This design comes from an exercise in tuning for small area and a short achievable clock period on the open sky130 flow, not from production work. In this exercise RTL edits were held to simulation tests only and were not proved equivalent to the original. Power is estimated from default activity; no workload was simulated.

File: config.mk
export PLATFORM = sky130hd
export DESIGN_NAME = rv32i_irq_core
export DESIGN_NICKNAME = rv32i_irq_core
export VERILOG_FILES = /design/flow/design.v
export SDC_FILE = /design/flow/constraint.sdc
export NUM_CORES = 4
export LEC_CHECK = 0
export CAP_MARGIN = 20
export CELL_PAD_IN_SITES_DETAIL_PLACEMENT = 2
export CELL_PAD_IN_SITES_GLOBAL_PLACEMENT = 4
export CORE_MARGIN = 2
export CORE_UTILIZATION = 30
export SLEW_MARGIN = 20
File: constraint.sdc
create_clock -name core_clock -period 12.0 [get_ports {clk_i}]
set_input_delay 2.4000 -clock core_clock [delete_from_list [all_inputs] [get_ports {clk_i}]]
set_output_delay 2.4000 -clock core_clock [all_outputs]
set_load 0.01 [all_outputs]
File: design.v
package RISC_V_pac; 
  localparam logic [ 4 : 0 ] ALU_ADD  = 5'b0_0_000;
  localparam logic [ 4 : 0 ] ALU_SUB  = 5'b0_1_000;
  localparam logic [ 4 : 0 ] ALU_SLL  = 5'b0_0_001;
  localparam logic [ 4 : 0 ] ALU_SLT  = 5'b0_0_010;
  localparam logic [ 4 : 0 ] ALU_SLTU = 5'b0_0_011;
  localparam logic [ 4 : 0 ] ALU_XOR  = 5'b0_0_100;
  localparam logic [ 4 : 0 ] ALU_SRL  = 5'b0_0_101;
  localparam logic [ 4 : 0 ] ALU_SRA  = 5'b0_1_101;
  localparam logic [ 4 : 0 ] ALU_OR   = 5'b0_0_110;
  localparam logic [ 4 : 0 ] ALU_AND  = 5'b0_0_111;
  localparam logic [ 4 : 0 ] ALU_BEQ  = 5'b1_1_000;
  localparam logic [ 4 : 0 ] ALU_BNE  = 5'b1_1_001;
  localparam logic [ 4 : 0 ] ALU_BLT  = 5'b1_1_100;
  localparam logic [ 4 : 0 ] ALU_BGE  = 5'b1_1_101;
  localparam logic [ 4 : 0 ] ALU_BLTU = 5'b1_1_110;
  localparam logic [ 4 : 0 ] ALU_BGEU = 5'b1_1_111;
  localparam logic [ 2 : 0 ] LDST_B  = 3'd0;
  localparam logic [ 2 : 0 ] LDST_H  = 3'd1;
  localparam logic [ 2 : 0 ] LDST_W  = 3'd2;
  localparam logic [ 2 : 0 ] LDST_BU = 3'd4;
  localparam logic [ 2 : 0 ] LDST_HU = 3'd5;
endpackage
import RISC_V_pac::*;
module RISCV_ALU #( parameter N = 32 )
(
  input        [ N - 1 : 0 ] A_i,
  input        [ N - 1 : 0 ] B_i,
  input        [ 4 : 0 ]     ALUOp_i,
  output logic [ N - 1 : 0 ] Result_o,
  output logic               Flag_o
    );
  always_comb
    case ( ALUOp_i )
      ALU_ADD : begin Result_o <= A_i + B_i;                Flag_o   <= 0; end
      ALU_SUB : begin Result_o <= A_i - B_i;                Flag_o   <= 0; end
      ALU_SLL : begin Result_o <= A_i << B_i[4:0];             Flag_o   <= 0; end
      ALU_SLT : begin Result_o <= $signed( A_i ) < $signed( B_i );   Flag_o   <= 0; end
      ALU_SLTU: begin Result_o <= A_i < B_i;                Flag_o   <= 0; end
      ALU_XOR : begin Result_o <= A_i ^ B_i;                Flag_o   <= 0; end
      ALU_SRL : begin Result_o <= A_i >> B_i[4:0];             Flag_o   <= 0; end
      ALU_SRA : begin Result_o <= $signed( A_i ) >>> B_i[4:0];   Flag_o   <= 0; end
      ALU_OR  : begin Result_o <= A_i | B_i;                Flag_o   <= 0; end
      ALU_AND : begin Result_o <= A_i & B_i;                Flag_o   <= 0; end
      ALU_BEQ : begin Flag_o   <= A_i == B_i;               Result_o <= 0; end
      ALU_BNE : begin Flag_o   <= A_i != B_i;               Result_o <= 0; end
      ALU_BLT : begin Flag_o   <= $signed( A_i ) < $signed( B_i );   Result_o <= 0; end
      ALU_BGE : begin Flag_o   <= $signed( A_i ) >= $signed( B_i );    Result_o <= 0; end
      ALU_BLTU: begin Flag_o   <= ( A_i < B_i );            Result_o <= 0; end
      ALU_BGEU: begin Flag_o   <= ( A_i >= B_i );           Result_o <= 0; end
      default : begin Result_o <= 0;                        Flag_o   <= 0; end
  endcase
endmodule
module Register_file #( parameter DEPTH = 32, WIDTH = 32 )
(
  input                              CLK,
  input                              WE3,
  input  [ $clog2( DEPTH ) - 1 : 0 ] A1,
  input  [ $clog2( DEPTH ) - 1 : 0 ] A2,
  input  [ $clog2( DEPTH ) - 1 : 0 ] A3,
  input  [ WIDTH - 1 : 0 ]           WD3,
  output [ WIDTH - 1 : 0 ]           RD1,
  output [ WIDTH - 1 : 0 ]           RD2
  );
  logic [ WIDTH - 1 : 0 ] RAM [ 0 : DEPTH - 1 ];
  assign RD1 = ( A1 ) ? ( RAM[ A1 ] ) : 0;
  assign RD2 = ( A2 ) ? ( RAM[ A2 ] ) : 0;
  always_ff @( posedge CLK ) 
    RAM[ A3 ] = ( WE3 && ( A3 != 0 ) ) ? ( WD3 ) : ( RAM[ A3 ] );
endmodule
import RISC_V_pac::*;
module Main_decoder(
    input          [31:0]  fetched_instr_i,     
    input                  INT_o,
    output  logic          INT_o_RST,
    output  logic  [1:0]   ex_op_a_sel_o,       
    output  logic  [2:0]   ex_op_b_sel_o,       
    output  logic  [4:0]   alu_op_o,            
    output  logic  [2:0]   CSRop,
    output  logic          csr,
    output  logic          mem_req_o,           
    output  logic          mem_we_o,            
    output  logic  [2:0]   mem_size_o,          
    output  logic          gpr_we_a_o,          
    output  logic          wb_src_sel_o,        
    output  logic          illegal_instr_o,     
    output  logic          branch_o,            
    output  logic          jal_o,               
    output  logic  [1:0]   jalr_o               
    );
    always_comb begin
        alu_op_o <= ALU_ADD;
        case ( fetched_instr_i[6:0] )  
            7'b0110011: begin  
                ex_op_a_sel_o <= 2'd0;
                ex_op_b_sel_o <= 3'd0;
                wb_src_sel_o <= 1'b0;
                gpr_we_a_o <= 1'b1;
                mem_we_o <= 1'b0;
                mem_req_o <= 1'b0;         
                mem_size_o <= LDST_B;            
                branch_o <= 1'b0;
                jal_o <= 1'b0; 
                jalr_o <= 2'b00;
                CSRop <= 3'b000;
                csr <= 1'b0;
                INT_o_RST <= 1'b0;
                illegal_instr_o <= 1'b0;
                case ( {fetched_instr_i[31:25], fetched_instr_i[14:12]} )
                    10'h000: alu_op_o <= ALU_ADD;
                    10'h100: alu_op_o <= ALU_SUB;
                    10'h004: alu_op_o <= ALU_XOR;
                    10'h006: alu_op_o <= ALU_OR;
                    10'h007: alu_op_o <= ALU_AND;
                    10'h001: alu_op_o <= ALU_SLL;
                    10'h005: alu_op_o <= ALU_SRL;
                    10'h105: alu_op_o <= ALU_SRA;
                    10'h002: alu_op_o <= ALU_SLT;
                    10'h003: alu_op_o <= ALU_SLTU;
                    default: begin
                        illegal_instr_o <= 1'b1;
                        mem_req_o <= 1'b0;
                        gpr_we_a_o <= 1'b0;
                        alu_op_o <= ALU_ADD;
                    end 
                endcase
                if ( INT_o ) begin
                    jalr_o <= 2'b11;
                    CSRop <= 3'b100;
                end
            end
            7'b0010011: begin  
                ex_op_a_sel_o <= 2'd0;
                ex_op_b_sel_o <= 3'd1;
                wb_src_sel_o <= 1'b0;
                gpr_we_a_o <= 1'b1;
                mem_we_o <= 1'b0;
                mem_req_o <= 1'b0;         
                mem_size_o <= LDST_B;            
                branch_o <= 1'b0;
                jal_o <= 1'b0; 
                jalr_o <= 2'b00;
                CSRop <= 3'b000;
                csr <= 1'b0;
                INT_o_RST <= 1'b0;
                illegal_instr_o <= 1'b0;
                case ( fetched_instr_i[14:12] )
                    3'b000: alu_op_o <= ALU_ADD;
                    3'b100: alu_op_o <= ALU_XOR;
                    3'b110: alu_op_o <= ALU_OR;
                    3'b111: alu_op_o <= ALU_AND;
                    3'b010: alu_op_o <= ALU_SLT;
                    3'b011: alu_op_o <= ALU_SLTU;
                    3'b001: 
                        if ( fetched_instr_i[31:25] == 7'd0)
                            alu_op_o <= ALU_SLL;
                        else begin 
                            illegal_instr_o <= 1'b1;
                            mem_req_o <= 1'b0;
                            gpr_we_a_o <= 1'b0;
                        end 
                    3'b101:
                        if ( fetched_instr_i[31:25] == 7'd0)
                            alu_op_o <= ALU_SRL;
                        else if ( fetched_instr_i[31:25] == 7'b0100000)
                            alu_op_o <= ALU_SRA;
                        else begin
                            illegal_instr_o <= 1'b1;
                            mem_req_o <= 1'b0;
                            gpr_we_a_o <= 1'b0;
                        end 
                    default: begin
                        illegal_instr_o <= 1'b1;
                        mem_req_o <= 1'b0;
                        gpr_we_a_o <= 1'b0;
                    end
                endcase     
                if ( INT_o ) begin
                    jalr_o <= 2'b11;
                    CSRop <= 3'b100;
                end
            end
            7'b0000011: begin  
                ex_op_a_sel_o <= 2'd0;
                ex_op_b_sel_o <= 3'd1;
                alu_op_o <= ALU_ADD;
                mem_req_o <= 1'b1;
                wb_src_sel_o <= 1'b1;
                gpr_we_a_o <= 1'b1;
                mem_we_o <= 1'b0;
                branch_o <= 1'b0;
                jal_o <= 1'b0; 
                jalr_o <= 2'b00;
                CSRop <= 3'b000;
                csr <= 1'b0;
                INT_o_RST <= 1'b0;
                illegal_instr_o <= 1'b0;  
                case ( fetched_instr_i[14:12] )
                    4'h0: mem_size_o <= LDST_B;
                    4'h1: mem_size_o <= LDST_H;
                    4'h2: mem_size_o <= LDST_W;
                    4'h4: mem_size_o <= LDST_BU;
                    4'h5: mem_size_o <= LDST_HU;
                    default: begin
                        illegal_instr_o <= 1'b1;
                        mem_req_o <= 1'b0;
                        gpr_we_a_o <= 1'b0;
                        mem_size_o <= 0;
                    end
                endcase
                if ( INT_o ) begin
                    jalr_o <= 2'b11;
                    CSRop <= 3'b100;
                end
            end
            7'b0100011: begin  
                ex_op_a_sel_o <= 2'd0;
                ex_op_b_sel_o <= 3'd3;
                alu_op_o <= ALU_ADD;
                wb_src_sel_o <= 1'b0;
                gpr_we_a_o <= 1'b0;
                mem_req_o <= 1'b1;
                mem_we_o <= 1'b1;
                branch_o <= 1'b0;
                jal_o <= 1'b0; 
                jalr_o <= 2'b00;
                CSRop <= 3'b000;
                csr <= 1'b0;
                INT_o_RST <= 1'b0;
                illegal_instr_o <= 1'b0;
                case ( fetched_instr_i[14:12] )
                    4'h0: mem_size_o <= LDST_B;
                    4'h1: mem_size_o <= LDST_H;
                    4'h2: mem_size_o <= LDST_W;
                    default: begin
                        illegal_instr_o <= 1'b1;
                        mem_req_o <= 1'b0;
                        gpr_we_a_o <= 1'b0;
                        mem_size_o <= 0;
                    end
                endcase
                if ( INT_o ) begin
                    jalr_o <= 2'b11;
                    CSRop <= 3'b100;
                end
            end
            7'b1100011: begin  
                ex_op_a_sel_o <= 2'd0;
                ex_op_b_sel_o <= 3'd0;
                wb_src_sel_o <= 1'b0;
                gpr_we_a_o <= 1'b0;
                mem_req_o <= 1'b0;
                mem_size_o <= LDST_B;
                mem_we_o <= 1'b0;
                branch_o <= 1'b1;
                jal_o <= 1'b0;
                jalr_o <= 2'b00;
                CSRop <= 3'b000;
                csr <= 1'b0;
                INT_o_RST <= 1'b0;
                illegal_instr_o <= 1'b0;
                case ( fetched_instr_i[14:12] )
                    3'b000: alu_op_o <= ALU_BEQ;
                    3'b001: alu_op_o <= ALU_BNE;
                    3'b100: alu_op_o <= ALU_BLT;
                    3'b101: alu_op_o <= ALU_BGE;
                    3'b110: alu_op_o <= ALU_BLTU;
                    3'b111: alu_op_o <= ALU_BGEU;
                    default: begin
                        illegal_instr_o <= 1'b1; 
                        mem_req_o <= 1'b0;  
                        gpr_we_a_o <= 1'b0; 
                        branch_o <= 1'b0;
                    end
                endcase
                if ( INT_o ) begin
                    jalr_o <= 2'b11;
                    CSRop <= 3'b100;
                end
            end
            7'b1101111: begin  
                ex_op_a_sel_o <= 2'd1;
                ex_op_b_sel_o <= 3'd4;
                alu_op_o <= ALU_ADD;
                wb_src_sel_o <= 1'b0;
                gpr_we_a_o <= 1'b1;
                mem_size_o <= LDST_B;
                mem_req_o <= 1'b0;
                mem_we_o <= 1'b0;
                branch_o <= 1'b0;
                jal_o <= 1'b1;             
                jalr_o <= 2'b00;
                CSRop <= 3'b000;
                csr <= 1'b0;
                INT_o_RST <= 1'b0;
                illegal_instr_o <= 1'b0;
                if ( INT_o ) begin
                    jalr_o <= 2'b11;
                    CSRop <= 3'b100;
                end
            end
            7'b1100111: begin  
                mem_size_o <= LDST_B;
                mem_req_o <= 1'b0;
                mem_we_o <= 1'b0;
                ex_op_a_sel_o <= 2'd1;
                ex_op_b_sel_o <= 3'd4;
                alu_op_o <= ALU_ADD;
                wb_src_sel_o <= 1'b0;
                jal_o <= 1'b0;
                branch_o <= 1'b0;
                CSRop <= 3'b000;
                csr <= 1'b0;
                INT_o_RST <= 1'b0;
                if ( fetched_instr_i[14:12] == 3'd0 ) begin  
                    gpr_we_a_o <= 1'b1;
                    jalr_o <= 2'b01;
                    illegal_instr_o <= 1'b0;
                end else begin
                    illegal_instr_o <= 1'b1;
                    gpr_we_a_o <= 1'b0;
                    jalr_o <= 2'b00;
                end
                if ( INT_o ) begin
                    jalr_o <= 2'b11;
                    CSRop <= 3'b100;
                end
            end
            7'b0110111: begin  
                ex_op_a_sel_o <= 2'd2;
                ex_op_b_sel_o <= 3'd2;
                alu_op_o <= ALU_ADD;
                wb_src_sel_o <= 1'b0;
                gpr_we_a_o <= 1'b1;
                mem_size_o <= LDST_B;
                mem_req_o <= 1'b0;
                mem_we_o <= 1'b0;
                branch_o <= 1'b0;
                jal_o <= 1'b0;
                jalr_o <= 2'b00;
                CSRop <= 3'b000;
                csr <= 1'b0;
                INT_o_RST <= 1'b0;
                illegal_instr_o <= 1'b0;
                if ( INT_o ) begin
                    jalr_o <= 2'b11;
                    CSRop <= 3'b100;
                end
            end
            7'b0010111: begin  
                ex_op_a_sel_o <= 2'd1;
                ex_op_b_sel_o <= 3'd2;
                alu_op_o <= ALU_ADD;
                wb_src_sel_o <= 1'b0;
                gpr_we_a_o <= 1'b1;
                mem_size_o <= LDST_B;
                mem_req_o <= 1'b0;
                mem_we_o <= 1'b0;
                branch_o <= 1'b0;
                jal_o <= 1'b0;
                jalr_o <= 1'b0;
                CSRop <= 3'b000;
                csr <= 1'b0;
                INT_o_RST <= 1'b0;
                illegal_instr_o <= 1'b0;
                if ( INT_o ) begin
                    jalr_o <= 2'b11;
                    CSRop <= 3'b100;
                end
            end
            7'b1110011: begin  
                ex_op_a_sel_o <= 2'd0;
                ex_op_b_sel_o <= 3'd4;
                alu_op_o <= ALU_ADD;
                wb_src_sel_o <= 1'b0;
                gpr_we_a_o <= 1'b0;
                mem_size_o <= LDST_B;
                mem_req_o <= 1'b0;
                mem_we_o <= 1'b0;
                branch_o <= 1'b0;
                jal_o <= 1'b0; 
                jalr_o <= 2'b00;
                CSRop <= fetched_instr_i[14:12];
                csr <= 1'b1;
                gpr_we_a_o <= 1'b1;
                INT_o_RST <= 1'b0;
                illegal_instr_o <= 1'b0;
                if ( fetched_instr_i[14:12] == 3'b000) begin
                        jalr_o <= 2'b10;
                        csr <= 1'b0;
                        gpr_we_a_o <= 1'b0;
                        INT_o_RST <= 1'b1;
                end else if ( fetched_instr_i[14:12] > 3'b011 ) begin
                    gpr_we_a_o <= 1'b0;
                    illegal_instr_o <= 1'b1;
                end
            end
            7'b0001111: begin  
                ex_op_a_sel_o <= 2'd2;
                ex_op_b_sel_o <= 3'd4;
                alu_op_o <= ALU_ADD;
                wb_src_sel_o <= 1'b0;
                gpr_we_a_o <= 1'b0;
                mem_size_o <= LDST_B;
                mem_req_o <= 1'b0;
                mem_we_o <= 1'b0;
                branch_o <= 1'b0;
                jal_o <= 1'b0;
                jalr_o <= 2'b00;
                CSRop <= 3'b000;
                csr <= 1'b0;
                INT_o_RST <= 1'b0;
                illegal_instr_o <= 1'b0;
                if ( INT_o ) begin
                    jalr_o <= 2'b11;
                    CSRop <= 3'b100;
                end
            end
            default: begin
                ex_op_a_sel_o <= 2'd2;
                ex_op_b_sel_o <= 3'd4;
                alu_op_o <= ALU_ADD;
                wb_src_sel_o <= 1'b0;
                gpr_we_a_o <= 1'b0;
                mem_size_o <= LDST_B;
                mem_req_o <= 1'b0;
                mem_we_o <= 1'b0;
                branch_o <= 1'b0;
                jal_o <= 1'b0;
                jalr_o <= 2'b00;
                CSRop <= 3'b000;
                csr <= 1'b0;
                INT_o_RST <= 1'b0;
                illegal_instr_o <= 1'b1;  
            end
        endcase
    end
endmodule
import RISC_V_pac::*;
module Load_Store_Unit(
    input clk_i,   
    input arstn_i,  
    input [31:0] lsu_addr_i,  
    input lsu_we_i,          
    input [2:0] lsu_size_i,  
    input [31:0] lsu_data_i,  
    input lsu_req_i,          
    output logic lsu_stall_req_o,   
    output logic [31:0] lsu_data_o,  
    input [31:0] data_rdata_i,        
    output logic data_req_o,          
    output logic data_we_o,           
    output logic [3:0] data_be_o,     
    output logic [31:0] data_addr_o,  
    output logic [31:0] data_wdata_o  
    );
    parameter IDLE = 2'b00;
    parameter WRITE = 2'b01;
    parameter READ = 2'b10;
    logic [1:0] state;
    assign lsu_stall_req_o = (state == IDLE) && lsu_req_i;
    always_comb begin
        lsu_data_o <= 0;
        case ( lsu_size_i )
                                LDST_B: case ( lsu_addr_i[1:0] )
                                    2'd0: lsu_data_o <= { {24{data_rdata_i[7]}}, data_rdata_i[7:0] };
                                    2'd1: lsu_data_o <= { {24{data_rdata_i[15]}}, data_rdata_i[15:8] };
                                    2'd2: lsu_data_o <= { {24{data_rdata_i[23]}}, data_rdata_i[23:16] };
                                    2'd3: lsu_data_o <= { {24{data_rdata_i[31]}}, data_rdata_i[31:24] };
                                endcase
                                LDST_H: case ( lsu_addr_i[1:0] ) 
                                    2'd0: lsu_data_o <= { {16{data_rdata_i[15]}}, data_rdata_i[15:0] };
                                    2'd2: lsu_data_o <= { {16{data_rdata_i[31]}}, data_rdata_i[31:16] };
                                endcase
                                LDST_W: lsu_data_o <= data_rdata_i;
                                LDST_BU: case ( lsu_addr_i[1:0] )
                                    2'd0: lsu_data_o <= { 24'd0, data_rdata_i[7:0] };
                                    2'd1: lsu_data_o <= { 24'd0, data_rdata_i[15:8] };
                                    2'd2: lsu_data_o <= { 24'd0, data_rdata_i[23:16] };
                                    2'd3: lsu_data_o <= { 24'd0, data_rdata_i[31:24] };
                                endcase
                                LDST_HU: case ( lsu_addr_i[1:0] ) 
                                    2'd0: lsu_data_o <= { 16'd0, data_rdata_i[15:0] };
                                    2'd2: lsu_data_o <= { 16'd0, data_rdata_i[31:16] };
                                endcase
                            endcase
    end
    always_ff @( posedge clk_i ) begin
        if ( !arstn_i ) begin 
           state <= IDLE; 
           data_req_o <= 1'b0;
           data_we_o <= 1'b0;
        end else
            case ( state )
                IDLE: begin
                    if ( lsu_req_i ) begin
                        data_req_o <= lsu_req_i;
                        data_addr_o <= lsu_addr_i;
                        data_we_o <= lsu_we_i;
                        if ( lsu_we_i ) begin
                            data_we_o <= lsu_we_i;
                            case ( lsu_size_i )
                                LDST_B: begin
                                    data_wdata_o <= {4{lsu_data_i[7:0]}};
                                    case ( lsu_addr_i[1:0] )
                                        2'd0: data_be_o <= 4'b0001;
                                        2'd1: data_be_o <= 4'b0010;
                                        2'd2: data_be_o <= 4'b0100;
                                        2'd3: data_be_o <= 4'b1000;
                                    endcase
                                end
                                LDST_H: begin
                                    data_wdata_o <= { 2{lsu_data_i[15:0]} };
                                    case ( lsu_addr_i[1:0] )
                                        2'd0: data_be_o <= 4'b0011;
                                        2'd2: data_be_o <= 4'b1100;
                                        default: data_be_o <= 4'b0011;
                                    endcase
                                end
                                LDST_W: begin
                                    data_wdata_o <= lsu_data_i;
                                    data_be_o <= 4'b1111;
                                end
                            endcase
                            state <= WRITE;
                         end else begin
                            state <= READ;
                         end
                    end else begin
                      state <= IDLE;
                      data_req_o <= 1'b0;
                      data_we_o <= 1'b0;
                     end
                end
                WRITE: begin
                    data_we_o <= lsu_we_i; 
                    data_req_o <= lsu_req_i;  
                    state <= IDLE;
                end 
                READ: begin
                    data_req_o <= lsu_req_i;
                    state <= IDLE;
                end
            endcase 
    end
endmodule
module Control_Status_Registers (
    input CLK,
    input arstn_i,
    input [ 31 : 0 ] PC,
    input [2:0]  OP,
    input [11:0] A,
    input [31:0] WD,
    input [31:0] mcause,
    output [31:0] mie,
    output [31:0] mtvec,
    output [31:0] mepc,
    output logic [31:0] RD
    );
    logic [31:0] CSRop;
    logic mie_en;
    logic mtvec_en;
    logic mepc_en;
    logic mscratch_en;
    logic mcause_en;
    logic [31:0] mie_reg;
    logic [31:0] mtvec_reg;
    logic [31:0] mepc_reg;
    logic [31:0] mscratch_reg;
    logic [31:0] mcause_reg;
    assign mie = mie_reg;
    assign mtvec = mtvec_reg;
    assign mepc = mepc_reg;
    always_comb begin
        case ( A )
            12'h304: RD <= mie_reg;
            12'h305: RD <= mtvec_reg;
            12'h340: RD <= mscratch_reg;
            12'h341: RD <= mepc_reg;
            12'h342: RD <= mcause_reg;
            default: RD <= 32'd0;
        endcase
        case ( OP[1:0] )
            2'd0: CSRop <= 32'd0;
            2'd1: CSRop <= WD;
            2'd2: CSRop <= WD | RD;
            2'd3: CSRop <= ~WD & RD;
        endcase
        mie_en <= 1'b0;
        mtvec_en <= 1'b0;
        mscratch_en <= 1'b0;
        mepc_en <= 1'b0;
        mcause_en <= 1'b0;
        case ( A )
                12'h304: mie_en <= OP[1] | OP[0];
                12'h305: mtvec_en <= OP[1] | OP[0];
                12'h340: mscratch_en <= OP[1] | OP[0];
                12'h341: mepc_en <= OP[1] | OP[0];
                12'h342: mcause_en <= OP[1] | OP[0];
            endcase
       if (OP[2]) begin
            mepc_en <= 1;
            mcause_en <= 1;
       end
    end
    always_ff @( posedge CLK ) begin
        if ( !arstn_i ) begin
            mie_reg <= 32'd0;
            mtvec_reg <= 32'd0;
            mepc_reg <= 32'd0;
            mscratch_reg <= 32'd0;
            mcause_reg <= 32'd0;
        end else begin
            if ( mie_en ) begin
                mie_reg <= CSRop;
            end
            if ( mtvec_en ) begin
                mtvec_reg <= CSRop;
            end
            if ( mscratch_en ) begin
                mscratch_reg <= CSRop;
            end
            if ( mepc_en ) begin
                if ( OP[2] )
                    mepc_reg <= PC;
                else
                    mepc_reg <= CSRop;
            end
            if ( mcause_en ) begin
                if ( OP[2] )
                    mcause_reg <= mcause;
                else
                    mcause_reg <= CSRop;
            end
        end                    
    end   
endmodule
module Interrupt_Controller(
    input CLK,
    input arstn_i,
    input [31:0] mie,
    input [31:0] int_req,
    input INT_RST,
    output [31:0] mcause,
    output logic [31:0] int_fin,
    output logic INT_o
    );
    logic [4:0] count;
    logic buffer;
    logic interrupt;
    assign mcause = { 27'h4000000, count };
    assign interrupt = mie[count] & int_req[count];
    always_ff @( posedge CLK ) begin
        if ( !arstn_i ) begin
            count <= 5'd0;
            buffer <= 1'd0;
            int_fin <= 32'd0;  
            INT_o <= 1'b0;
        end else
        if ( INT_RST ) begin
            int_fin[count] <= interrupt & INT_RST;
            count <= 5'd0;
            buffer <= 1'd0;
        end else begin  
            if ( !interrupt ) 
                count <= count + 1'b1;
            else begin     
                INT_o <= buffer ^ interrupt;
                buffer <= interrupt;
            end
        end
    end
endmodule
module RISC_V_Processor(
    input clk_i,
    input arstn_i,
    input  [31:0] instr_rdata_i,
    output [31:0] instr_addr_o,
    input  [31:0] data_rdata_i,
    output data_req_o,
    output data_we_o,
    output [3:0] data_be_o,
    output [31:0] data_addr_o,
    output [31:0] data_wdata_o,
    input INT_o,
    input [31:0] mcause,
    output INT_RST,
    output [31:0] mie
    );
    logic  [1:0]   ex_op_a_sel;      
    logic  [2:0]   ex_op_b_sel;       
    logic  [4:0]   alu_op;            
    logic  [2:0]   CSRop;
    logic          csr;
    logic          mem_req;           
    logic          mem_we;            
    logic  [2:0]   mem_size;          
    logic          gpr_we_a;          
    logic          wb_src_sel;        
    logic          illegal_instr;     
    logic          branch;            
    logic          jal;               
    logic  [1:0]   jalr;
    Main_decoder MD (
        .fetched_instr_i( instr_rdata_i ),
        .INT_o( INT_o ),
        .INT_o_RST( INT_RST ),
        .ex_op_a_sel_o( ex_op_a_sel ),      
        .ex_op_b_sel_o( ex_op_b_sel ),      
        .alu_op_o( alu_op ),
        .CSRop( CSRop ),
        .csr( csr ),
        .mem_req_o( mem_req ),
        .mem_we_o( mem_we ),           
        .mem_size_o( mem_size ),       
        .gpr_we_a_o( gpr_we_a ),         
        .wb_src_sel_o( wb_src_sel ),       
        .illegal_instr_o( illegal_instr ),
        .branch_o( branch ),      
        .jal_o( jal ),             
        .jalr_o( jalr )
    );
    logic [31:0] PC;
    assign instr_addr_o = PC;
    logic [31:0] RD1, RD2;
    logic [31:0] Source_selected_1, Source_selected_2;
    Register_file RF (
        .CLK( clk_i ),
        .WE3( gpr_we_a ),
        .A1( instr_rdata_i[19:15] ),
        .A2( instr_rdata_i[24:20] ),
        .A3( instr_rdata_i[11:7] ),
        .WD3( Source_selected_2 ),
        .RD1( RD1 ),
        .RD2( RD2 )
    );
    logic [31:0] A_selected, B_selected;
    logic [31:0] ALU_result;
    logic Comparison;
    RISCV_ALU ALU (
    .A_i( A_selected ),
    .B_i( B_selected ),
    .ALUOp_i( alu_op ),
    .Result_o( ALU_result ),
    .Flag_o( Comparison )
    );
    logic [31:0] RD;
    logic lsu_stall_req;  
    Load_Store_Unit LSU (
        .clk_i( clk_i ),
        .arstn_i( arstn_i ),
        .lsu_addr_i( ALU_result ),
        .lsu_we_i( mem_we ),
        .lsu_size_i( mem_size ),
        .lsu_data_i( RD2 ),
        .lsu_req_i( mem_req ),
        .lsu_stall_req_o( lsu_stall_req ),
        .lsu_data_o( RD ),
        .data_rdata_i( data_rdata_i ),
        .data_req_o( data_req_o ),
        .data_we_o( data_we_o ),
        .data_be_o( data_be_o ),
        .data_addr_o( data_addr_o ),
        .data_wdata_o( data_wdata_o )
    );
    logic [31:0] mtvec, mepc;
    logic [31:0] CSR_RD;
    Control_Status_Registers CSR (
        .CLK( clk_i ),
        .arstn_i( arstn_i ),
        .PC( PC ),
        .OP( CSRop ),
        .A( instr_rdata_i[31:20] ),
        .WD( RD1 ),
        .mcause( mcause ),
        .mie( mie ),
        .mtvec( mtvec ),
        .mepc( mepc),
        .RD( CSR_RD )
    ); 
    logic [31:0] imm_I, imm_S, imm_J, imm_B;
    assign imm_I = { { 20{ instr_rdata_i[31] } }, instr_rdata_i[31:20] };
    assign imm_S = { { 20{ instr_rdata_i[31] } }, instr_rdata_i[31:25], instr_rdata_i[11:7] };
    assign imm_J = { { 12{ instr_rdata_i[31] } }, instr_rdata_i[31], instr_rdata_i[19:12], instr_rdata_i[20], instr_rdata_i[30:21] };
    assign imm_B = { { 19{ instr_rdata_i[31] } }, instr_rdata_i[31], instr_rdata_i[7], instr_rdata_i[30:25], instr_rdata_i[11:8], 1'b0 };
    always_comb begin
        case ( ex_op_a_sel )
            2'd0: A_selected <= RD1;
            2'd1: A_selected <= PC;
            2'd2: A_selected <= 32'd0;
            default: A_selected <= 32'd0;
        endcase
        case ( ex_op_b_sel )
            3'd0: B_selected <= RD2;
            3'd1: B_selected <= imm_I;
            3'd2: B_selected <= { instr_rdata_i[31:12], 12'd0 };
            3'd3: B_selected <= imm_S;
            3'd4: B_selected <= 32'd4;
            default: B_selected <= 32'd0;
        endcase
        if ( wb_src_sel ) Source_selected_1 <= RD;
        else              Source_selected_1 <= ALU_result;
        if ( csr ) Source_selected_2 <= CSR_RD;
        else       Source_selected_2 <= Source_selected_1;
    end
    always_ff @( posedge clk_i )
        if ( !arstn_i ) PC <= 32'd0; 
        else 
            if ( !lsu_stall_req )
                case ( jalr )
                    2'd0: 
                        if ( jal | Comparison & branch )
                            if ( branch ) PC <= PC + imm_B;
                            else          PC <= PC + imm_J;
                        else PC <= PC + 32'd4;
                     2'd1: PC <= RD1 + imm_I;
                     2'd2: PC <= mepc;
                     2'd3: PC <= mtvec;
                endcase
            else PC <= PC + 32'd0; 
endmodule
module rv32i_irq_core (
  input         clk_i,
  input         rst_n_i,
  output [31:0] instr_addr_o,
  input  [31:0] instr_rdata_i,
  input  [31:0] data_rdata_i,
  output        data_req_o,
  output        data_we_o,
  output [3:0]  data_be_o,
  output [31:0] data_addr_o,
  output [31:0] data_wdata_o,
  input  [31:0] int_req_i,
  output [31:0] int_fin_o
);
  logic  [31:0]  mie;
  logic  [31:0]  mcause;
  logic          INT_o;
  logic          INT_RST;
  RISC_V_Processor core (
    .clk_i         ( clk_i         ),
    .arstn_i       ( rst_n_i       ),
    .instr_rdata_i ( instr_rdata_i ),
    .instr_addr_o  ( instr_addr_o  ),
    .data_rdata_i  ( data_rdata_i  ),
    .data_req_o    ( data_req_o    ),
    .data_we_o     ( data_we_o     ),
    .data_be_o     ( data_be_o     ),
    .data_addr_o   ( data_addr_o   ),
    .data_wdata_o  ( data_wdata_o  ),
    .INT_o         ( INT_o         ),
    .mcause        ( mcause        ),
    .INT_RST       ( INT_RST       ),
    .mie           ( mie           )
  );
  Interrupt_Controller IC (
    .CLK     ( clk_i     ),
    .arstn_i ( rst_n_i   ),
    .mie     ( mie       ),
    .int_req ( int_req_i ),
    .INT_RST ( INT_RST   ),
    .mcause  ( mcause    ),
    .int_fin ( int_fin_o ),
    .INT_o   ( INT_o     )
  );
endmodule
File: run.sh
#!/bin/bash
# synth_recipe.tcl (not shown) runs the flow's synth.tcl, then flattens the netlist and writes it again
# the make line also repeats each setting of config.mk as NAME=value (left out here)
make -C /OpenROAD-flow-scripts/flow DESIGN_CONFIG=/design/flow/config.mk WORK_HOME=/design/flow/orfs CLKGATE_MAP_FILE= SYNTH_SCRIPT=/design/flow/synth_recipe.tcl finish
==> summary.txt <==
[layout make-up]
type | instances | share of cell area
antenna | 32 | 0.000836
clock buffer | 212 | 0.0469
clock inverter | 85 | 0.00900
inverter | 157 | 0.00627
multi-input combinational | 5901 | 0.425
sequential | 1327 | 0.391
tap | 3533 | 0.0461
timing repair buffer | 800 | 0.0749
[routing by layer]
| metal | vias to the layer above | part of all wire |
|---|---|---|
| li1 | 32800 | - |
| met4 | 16 | 0.086 |
| met5 | - | 0.00021 |
| met1 | 44300 | 0.39 |
| met3 | 1850 | 0.10 |
| met2 | 6217 | 0.42 |
[power breakdown]
part / total, W / switching, W / internal [W]
combinational: 0.00193 / 0.00143 / 0.000495
clock: 0.00518 / 0.00225 / 0.00294
sequential: 0.00526 / 0.0000764 / 0.00519
[metrics by stage]
| stage | setup slack, ns | setup TNS [ns] | cells |
|---|---|---|---|
| 3_3_place_gp | -0.0149 | -0.388 | 11700 |
| 2_1_floorplan | 2.18 | 0 | 8035 |
| 5_1_grt | 0.479 | 0 | 12000 |
| 3_5_place_dp | 0.345 | 0 | 11700 |
| 6_report | 0.671 | 0 | 12000 |
| 4_1_cts | 1.12 | 0 | 12000 |
[how the worst max path moves through the flow]
stage	startpoint	to	slack [ns]	cells past startpoint
2_1_floorplan	instr_rdata_i[24]	core.RF.RAM[0][11]	2.18	28
3_3_place_gp	instr_rdata_i[18]	core.RF.RAM[31][28]	-0.01	27
3_5_place_dp	instr_rdata_i[18]	core.RF.RAM[21][28]	0.34	27
4_1_cts	instr_rdata_i[18]	core.RF.RAM[16][28]	1.12	27
5_1_grt	instr_rdata_i[18]	core.RF.RAM[10][28]	0.48	27
6_report	instr_rdata_i[18]	core.RF.RAM[10][28]	0.67	27
[critical path, cell delays in order]
cell and delay (ns):
buf_2 0.63, buf_4 0.32, and3b_2 0.50, buf_4 0.37
and3_1 0.23, a2111oi_0 0.40, nand3_1 0.20, nor4_2 0.81
buf_4 0.30, o21ai_1 0.07, buf_4 0.19, ha_1 0.45
inv_1 0.13, a21oi_1 0.30, nor3b_1 0.41, inv_1 0.11
o31ai_1 0.55, o211ai_1 0.38, a311oi_1 0.58, o31ai_1 0.28
nand4_1 0.17, mux2i_1 0.20, o22ai_1 0.11, a211o_1 0.50
a221oi_1 0.66, a22oi_1 0.14, buf_4 0.29
[cell families (layout without fill, tap and decap cells)]
family,Yosys count,after routing,synth area share
flops,1327,1327,0.468
fa+ha+maj,193,193,0.0306
mux,259,259,0.0344
compound gates,2819,2819,0.259
other cells,0,32,0
xor+xnor,122,122,0.0133
buf+inv,807,1254,0.0414
simple gates,2508,2508,0.153
[cells in the mapped netlist, types with 39 or more instances]
master	count
nand2_1	500
a2111oi_0	91
o21ai_0	228
a22o_1	324
xnor2_1	85
mux2i_1	216
o21ai_1	41
edfxtp_1	1092
nor3_1	147
nand3_1	264
a221oi_1	413
ha_1	188
o22ai_1	45
dfxtp_1	235
a211oi_1	179
a21oi_1	451
inv_1	152
a21o_1	39
nand2b_1	44
a22oi_1	611
buf_1	56
o211ai_1	68
or3_1	42
and3_1	325
nor2_1	744
nor4_1	61
clkbuf_1	471
buf_2	95
nand4_1	184
[cells in the final DEF, fill, tap and decap left out, types with 45 or more instances in the layout]
| master | count |
|---|---|
| buf_12 | 49 |
| nor3_1 | 130 |
| nand3_1 | 262 |
| a2111oi_0 | 90 |
| o211ai_1 | 68 |
| buf_4 | 515 |
| nor2_1 | 655 |
| clkbuf_16 | 170 |
| nand2_1 | 494 |
| dfxtp_1 | 234 |
| inv_1 | 149 |
| ha_1 | 187 |
| and3_1 | 322 |
| nor2_4 | 94 |
| o21ai_0 | 226 |
| xnor2_1 | 85 |
| clkdlybuf4s50_1 | 220 |
| a22oi_1 | 611 |
| a22o_1 | 324 |
| a21oi_1 | 449 |
| a221oi_1 | 411 |
| o22ai_1 | 45 |
| edfxtp_1 | 1092 |
| mux2i_1 | 216 |
| nand4_1 | 184 |
| a211oi_1 | 179 |
==> summary.md <==
For the total track usage, the log shows 0.426. The tools report the launch point of the worst reg-to-reg path as core.RF.RAM[16][17]. The region available for standard cell placement spans 265000 sq um.

Synthesis inferred 1327 register bits. Entering global routing, the biggest net connects 83 pins. The kind of path behind the tightest hold check is flip-flop to flip-flop.

The later pin in the worst-skew pair is clocked with a latency of 0.91 ns. 232 I/O pins were placed. The run gives 0.123 as the max-slew headroom at the worst pin. The final net count was 8644. The final routed wirelength across all metal layers is 598 mm. The type of element capturing the critical path is a flip-flop.

By area the synthesized netlist is led by edfxtp_1 (41%), dfxtp_1 (5.9%), a22oi_1 (5.7%). Counting the buffers created by CTS gives 166. The detail route stage leaves a number of antenna-violating nets equal to 0. For this design, the CTS-stage hold fixing added 0 buffers. The run gives 0.0124 W as the post-route total power. The run gives 0.634 as the fraction of met2 tracks used by global routing. Setup violations remaining at the end of the flow were counted as 0. The worst path in the final design needs a cycle of 11.33 ns, including I/O delays and setup. The worst setup path is launched from an input pin. The sequential-to-total area share from yosys stat was 0.468; the worst clock skew was 0.119 ns. Data arrival time at the worst-slack endpoint: 11.86 ns. The pin slew with the least headroom to its limit works out to 1.31 ns. Initial standard-cell utilization of the core: 0.302. For this run, the number of Yosys warnings is 8.

The maximum count of clock buffers along a single path came out at 4. TritonCTS built the clock tree. The average instance area after synthesis is 9.97 sq um. The number of library cell types mapped by synthesis came out at 107. The global-route congestion overflow total is 0.

In the final layout, the multi-input gates occupy 40700 sq um. The first global-routing pass estimated 792 mm of wire. After the first detailed-routing iteration, the DRC count stood at 12800. The register area was 37500 sq um.

Kind of critical path: input pin to flip-flop. In this run the worst path has a maximum fanout of 32. The number of cell instances on the worst register-to-register path is 25, and the post-cts gate resize count is 0. The floorplan step defined a die boundary enclosing 271000 sq um. The share of flip-flops with an asynchronous set or reset after synthesis is 0, and the maximum achievable frequency is 0.0883 GHz. Count of TritonRoute iterations in the first routing pass: 6. The half-perimeter wire length after placement was 420 mm; the number of max-capacitance violations reported was 0. Port buffering added 231 buffers. Final weighted congestion in routability-driven placement: 1.01. The max-slew violation total from the final report was 0. The worst hold-check slack is 0.457 ns, and the post-synth net total is 8326. Number of instances on the worst hold path: 2. The number of global-route vias before repair is 83900. The dominant cell type by area after synthesis was edfxtp_1. The run gives 0 as the total count of hold-check failures in the final report. The area fraction of the dominant cell type after synthesis works out to 0.409.

For the worst setup path, the data required time is 12.53 ns. In the synthesized netlist the dominant register cell turns out to be edfxtp_1. Buffers added to address setup during post-CTS repair amount to 0. The register with the most flip-flops in the layout has 1024 of them. The tools report the initial antenna violation count as 63. The initialized floorplan defines 189 standard-cell rows. In the routed layout, each cell is associated on average with a via count of 7.07.

The logs give 0.109 for the global routing usage on met3 and 33.6 nW for the leakage power. The run finished with no timing, DRC or antenna violations. The clock net in this run drives a total of 1327 sinks. Counting every instance in the synthesized netlist gives 8035. The height of the die is 521 microns. Clock-pin slew was measured on the worst setup and hold paths at 0.06 ns.

The core occupancy in the finished layout came out at 0.361. The count of vias placed by the detailed router is 85100. From synthesis to final layout, the design area changed by 19.6%. After global routing, the most crowded layer is met2. The cell area that synthesis handed to floorplanning was 80100 sq um. The H-tree generated during clock tree synthesis spans 4 levels.

The tools report the register-to-register path setup slack as 3.50 ns. The layout cell share with drive strength beyond 1 was 0.133; the power per standard cell area was 129 nW/um^2. The horizontal die dimension is 521 microns. The average wire per cell in the routed design was 49.7 microns.

The final design area excluding fillers is 95800 sq um, and the number of enable flip-flop cells after synthesis is 1092. The capture endpoint of the worst hold path is core.LSU.data_we_o. The cell sitting at the root of the clock tree is a clkbuf_16. The tools report the global-route track usage on met1 as 0.537. IR analysis of the VDD net gives a maximum drop of 121 uV.

The final clock period utilization by the worst path is 0.944. The filler cells instantiated in the layout total 28300. Setup repair after global routing left no endpoint under its margin. In this run the critical register-to-register path is captured at core.RF.RAM[1][3].

The tools report the area after detailed placement as 90300 sq um. The worst hold path begins at core.LSU.data_we_o. The post-detailed-route DRC marker count was 0.

static timing again, ports no longer ideal:
No port has a modelled driver above. Below, the same layout with a new extraction and two added sets of constraints. Step 1 (the two cells are an assumption about what drives the block):
set clk [get_ports {clk_i}]
set_driving_cell -lib_cell sky130_fd_sc_hd__clkbuf_16 $clk
set_driving_cell -lib_cell sky130_fd_sc_hd__buf_2 [delete_from_list [all_inputs] $clk]
Step 2, shift: input delay + t, output delay - t, t = (earliest + latest rising clock arrival at the registers) / 2. This alone moves slack from input paths to output paths. Three values: no drivers, after step 1, after step 2; two values: the first two.
t, ns: 0.957
setup slack, ns: 0.671 / 0.745 / -0.212
worst hold slack (ns): 0.457 / 0.457 / 0.457
slew at the worst register clock pin (ns): 0.07 / 0.07
Met with ideal ports but missed after step 2: setup timing in this run. The setup slack of this run moves by +0.074 ns with the drivers and by -0.883 ns with both steps.
